From an optimization exercise on the open Yosys and OpenROAD flow, aimed at small area; shortcuts taken in it are not production practice.
The RTL was checked by simulation tests, not by an equivalence proof against the original design.
The clock port is modelled as an ideal driver; clocking choices that lean on that would not hold on a real chip.
Power is estimated from default activity; no workload was simulated.

## v25
==> flow/design.v (excerpt) <==
module Pipelined_Processor(
    input CLK,
    input reset,
    output [7:0] imem_addr,
    input [15:0] imem_data,
    output [7:0] dmem_addr,
    output [7:0] dmem_wdata,
    output dmem_we,
    input [7:0] dmem_rdata,
    output [7:0] result
);
Size in the first run: about 950 cells after synthesis, about 130 flip-flops, ~59 I/O pins, ~0.0077 mm^2 of cells after synthesis.
==> flow/config.mk <==
export PLATFORM = sky130hd
export DESIGN_NAME = Pipelined_Processor
export DESIGN_NICKNAME = Pipelined_Processor
export VERILOG_FILES = /design/flow/design.v
export SDC_FILE = /design/flow/constraint.sdc
export NUM_CORES = 4
export LEC_CHECK = 0
export CAP_MARGIN = 20
export CORE_MARGIN = 2
export CORE_UTILIZATION = 50
export CTS_BUF_LIST = sky130_fd_sc_hd__clkbuf_8
export SLEW_MARGIN = 20
export SYNTH_HIERARCHICAL = 1
==> flow/constraint.sdc <==
create_clock -name core_clock -period 13.5 [get_ports {CLK}]
set_input_delay 2.7000 -clock core_clock [delete_from_list [all_inputs] [get_ports {CLK}]]
set_output_delay 2.7000 -clock core_clock [all_outputs]
set_load 0.01 [all_outputs]
standard.sh (not shown) runs the stock make flow with config.mk's settings and CLKGATE_MAP_FILE= SYNTH_SCRIPT=/design/flow/synth_recipe.tcl, a recipe that flattens the netlist after the stock synthesis.
==> flow/flow/run.sh <==
#!/bin/bash
# Own layout flow: the standard ORFS flow (standard.sh) with three changes:
#  - synthesis maps logic with flow/abc.script, an area-oriented ABC script,
#    instead of ORFS's speed script (everything else in synthesis is unchanged);
#  - the port buffers use the smallest buffer cell;
#  - the clock tree is built without dummy loads.
# Each make run's full output goes to a log file in this folder; ORFS's own
# per-step logs are under orfs/logs.
set -euo pipefail
W=$PWD
F=$W/flow
sed "s#source \$::env(SCRIPTS_DIR)/synth.tcl#source $W/synth_abc.tcl#" synth_recipe.tcl > $W/synth_recipe_abc.tcl
sed "s#log_cmd abc {\*}\$abc_args#log_cmd abc {*}[lreplace \$abc_args 1 1 $F/abc.script]#" \
    $FLOW_HOME/scripts/synth.tcl > $W/synth_abc.tcl
grep -q "$W/synth_abc.tcl" $W/synth_recipe_abc.tcl
grep -q "$F/abc.script" $W/synth_abc.tcl
CTS="-sink_clustering_enable -repair_clock_nets -dont_use_dummy_load -buf_list sky130_fd_sc_hd__clkbuf_8"
bash standard.sh SYNTH_SCRIPT=$W/synth_recipe_abc.tcl \
    "BUFFER_PORTS_ARGS=-buffer_cell sky130_fd_sc_hd__buf_1" \
    "CTS_ARGS=$CTS" finish > $W/make_finish.log 2>&1
==> flow/flow/abc.script <==
strash
dch
map -D 7000
topo
stime -c
v25: all stages complete, timing, DRC and antenna checks passed
Setup changes, v25 to v17
==> flow/flow/abc.script <==
strash
dch
amap
topo
stime -c
Findings:
For power per standard cell area, dividing the value from v17 by the value from v25 gives 1.11.
Compared to v25, the routing of v17 uses less wire.
Initial cell density of the core came out higher on v17 than on v25.
Delta (v17 minus v25): utilization of the core after routing now sits higher; part of the total power dissipated in the clock network now sits lower.
Comparing v17 and v25, the higher total power was measured on v17.
Changes observed in v17 relative to v25: pin count of the biggest net entering global routing decreased by about 10% relative to the old numbers, final critical-path setup slack decreased by 0.53 ns relative to the old numbers.
Fraction of area in registers, v17 and v25: higher on v25
Worst setup path endpoint: b_e[7]$_DFF_P_ -> v17, a_e[7]$_DFF_P_ -> v25
For the share of the clock period used by the worst path, v17 came in 3.9 points higher than v25 did.
Fmax | v17 vs v25 | v17 slower
#### Input delta (v49 over v17)
==> flow/flow/run.sh <==
#!/bin/bash
set -euo pipefail
W=$PWD
F=$W/flow
sed "s#source \$::env(SCRIPTS_DIR)/synth.tcl#source $W/synth_abc.tcl#" synth_recipe.tcl > $W/synth_recipe_abc.tcl
sed "s#log_cmd abc {\*}\$abc_args#log_cmd abc {*}[lreplace \$abc_args 1 1 $F/abc.script]#" \
    $FLOW_HOME/scripts/synth.tcl > $W/synth_abc.tcl
grep -q "$W/synth_abc.tcl" $W/synth_recipe_abc.tcl
grep -q "$F/abc.script" $W/synth_abc.tcl
CTS="-sink_clustering_enable -repair_clock_nets -dont_use_dummy_load -buf_list sky130_fd_sc_hd__clkbuf_8"
export CTS_LEAF_SINKS=24
export CTS_LEAF_PY=$F/cts_leaf.py
cp $F/openroad_wrap.sh $W/openroad_wrap.sh
chmod +x $W/openroad_wrap.sh
bash standard.sh SYNTH_SCRIPT=$W/synth_recipe_abc.tcl \
    OPENROAD_EXE=$W/openroad_wrap.sh \
    "BUFFER_PORTS_ARGS=-buffer_cell sky130_fd_sc_hd__buf_1" \
    "CTS_ARGS=$CTS" POST_CTS_TCL=$F/cts_post.tcl finish > $W/make_finish.log 2>&1
==> flow/flow/abc.script <==
strash
dch
map -D 7000
strash
dch
map -D 7000
topo
stime -c
==> flow/flow/cts_leaf.py (new file) <==
# Run ORFS's cts.tcl with a larger limit on sinks per clock-tree leaf.
import os
from openroad import Tech, Design
tech = Tech()
design = Design(tech)
parms = design.getTritonCts().getParms()
parms.setNumMaxLeafSinks(int(os.environ.get("CTS_LEAF_SINKS", "24")))
print("clock tree: at most %d sinks per leaf" % parms.getNumMaxLeafSinks())
design.evalTclString("source $::env(SCRIPTS_DIR)/cts.tcl")
==> flow/flow/cts_post.tcl (new file) <==
# After clock-tree synthesis: upsize any clock buffer whose flip-flop loads see
# a slow clock edge, then legalize the placement again.
estimate_parasitics -placement
set upsized 0
foreach inst [get_cells -quiet -filter "ref_name == sky130_fd_sc_hd__clkbuf_8"] {
    set out [get_pins -quiet [get_full_name $inst]/X]
    if { [llength $out] == 0 } { continue }
    set worst 0.0
    foreach pin [get_pins -quiet -of_objects [get_nets -of_objects $out] -filter "direction == input"] {
        set s [get_property $pin slew_max]
        if { $s > $worst } { set worst $s }
    }
    if { $worst > 0.105 } {
        puts "upsizing [get_full_name $inst]: clock slew [format %.3f $worst] ns"
        replace_cell $inst sky130_fd_sc_hd__clkbuf_16
        incr upsized
    }
}
if { $upsized > 0 } {
    detailed_placement
    check_placement -verbose
    estimate_parasitics -placement
}
==> flow/flow/openroad_wrap.sh (new file) <==
#!/bin/bash
# OpenROAD for the ORFS steps. The clock-tree step (cts.tcl) runs through
# OpenROAD's Python mode, which can raise TritonCTS's limit on sinks per
# H-tree leaf (fixed at 15 in the Tcl command) before sourcing ORFS's cts.tcl.
OR=/OpenROAD-flow-scripts/tools/install/OpenROAD/bin/openroad
for a in "$@"; do
    case "$a" in
        */scripts/cts.tcl)
            exec "$OR" -python -no_init -exit "$CTS_LEAF_PY" ;;
    esac
done
exec "$OR" "$@"
==> comparison <==
- Maximum fanout count along the critical path (v49 over v17): increase, 6
- The portion of total power attributed to sequential cells number comes out higher for v49 vs v17.
- Comparing v17 with v49, the sequential cell area came out essentially unchanged.
- Total power draw was higher in the run labelled v17.
- Count of unique library cells instantiated by Yosys in v49 is about 9% below v17.
- Against v17, v49 comes in about 2% lower on design area.
- Measured against each other, v49 and v17 differ in height of the die, the higher figure coming from v49.
- Minimum setup slack in the final design in v49 vs v17: up 0.51 ns
- v17 reports its startpoint of the worst setup timing path as b_e[5]$_DFF_P_ while v49 reports b_e[2]$_DFF_P_.
- v17 reports its capture point of the critical path as b_e[7]$_DFF_P_ while v49 reports a_e[7]$_DFF_P_.
- | total of fill cells in the finished design | v49 vs v17 | 44 higher |
The inputs of v33 differ from those of v49 as listed below.
diff --git a/flow/flow/cts_post.tcl b/flow/flow/cts_post.tcl
--- a/flow/flow/cts_post.tcl
+++ b/flow/flow/cts_post.tcl
@@ -1,3 +1,3 @@
-# After clock-tree synthesis: upsize any clock buffer whose flip-flop loads see
-# a slow clock edge, then legalize the placement again.
+# After clock-tree synthesis: upsize any clock buffer whose flip-flop clock
+# pins see a slow clock edge, then legalize the placement again.
 estimate_parasitics -placement
@@ -9,2 +9,3 @@
     foreach pin [get_pins -quiet -of_objects [get_nets -of_objects $out] -filter "direction == input"] {
+        if { [get_property $pin lib_pin_name] != "CLK" } { continue }
         set s [get_property $pin slew_max]
@@ -12,4 +13,4 @@
     }
-    if { $worst > 0.105 } {
-        puts "upsizing [get_full_name $inst]: clock slew [format %.3f $worst] ns"
+    if { $worst > 0.120 } {
+        puts "upsizing [get_full_name $inst]: flip-flop clock slew [format %.3f $worst] ns"
         replace_cell $inst sky130_fd_sc_hd__clkbuf_16
[summary]
Between v33 and v49, the logic depth of the worst setup path including buffers is higher for v49. The share of post-route cells with drive strength above 1 was comparable across v33 and v49. Final core utilization, v33 and v49: lower on v33. Compared with v49, the router placed more vias in v33. Of v33 and v49, v49 shows the higher met2 wire length, with v33 below it.

[static timing again, ports no longer ideal]
In the flow no input, the clock included, has a driving cell. The finished layouts below were timed again as built, in two steps. Step 1: set_driving_cell puts a clkbuf_16 on CLK and a buf_2 on each other input, an assumption about the parent block. Step 2 moves the port delays by t, midway between the first and last clock arrival at a register: inputs arrive t later, outputs are due t later. That takes back most of the time a late clock gives input paths. Slacks: ideal / step 1 / step 2; pairs: ideal / step 1.
run | shift t [ns] | setup WS [ns] | worst setup path at the end | worst slew at a driven data input, ns
v25 | 0.461 | 1.148 / 1.148 / 1.148 | register to register | 0.04
v17 | 0.473 | 0.617 / 0.617 / 0.617 | register to register | 0.04
v49 | 0.383 | 1.125 / 1.125 / 1.125 | register to register | 0.04
v33 | 0.414 | 1.100 / 1.100 / 1.100 | register to register | 0.04
After both steps every run listed still meets setup and hold.
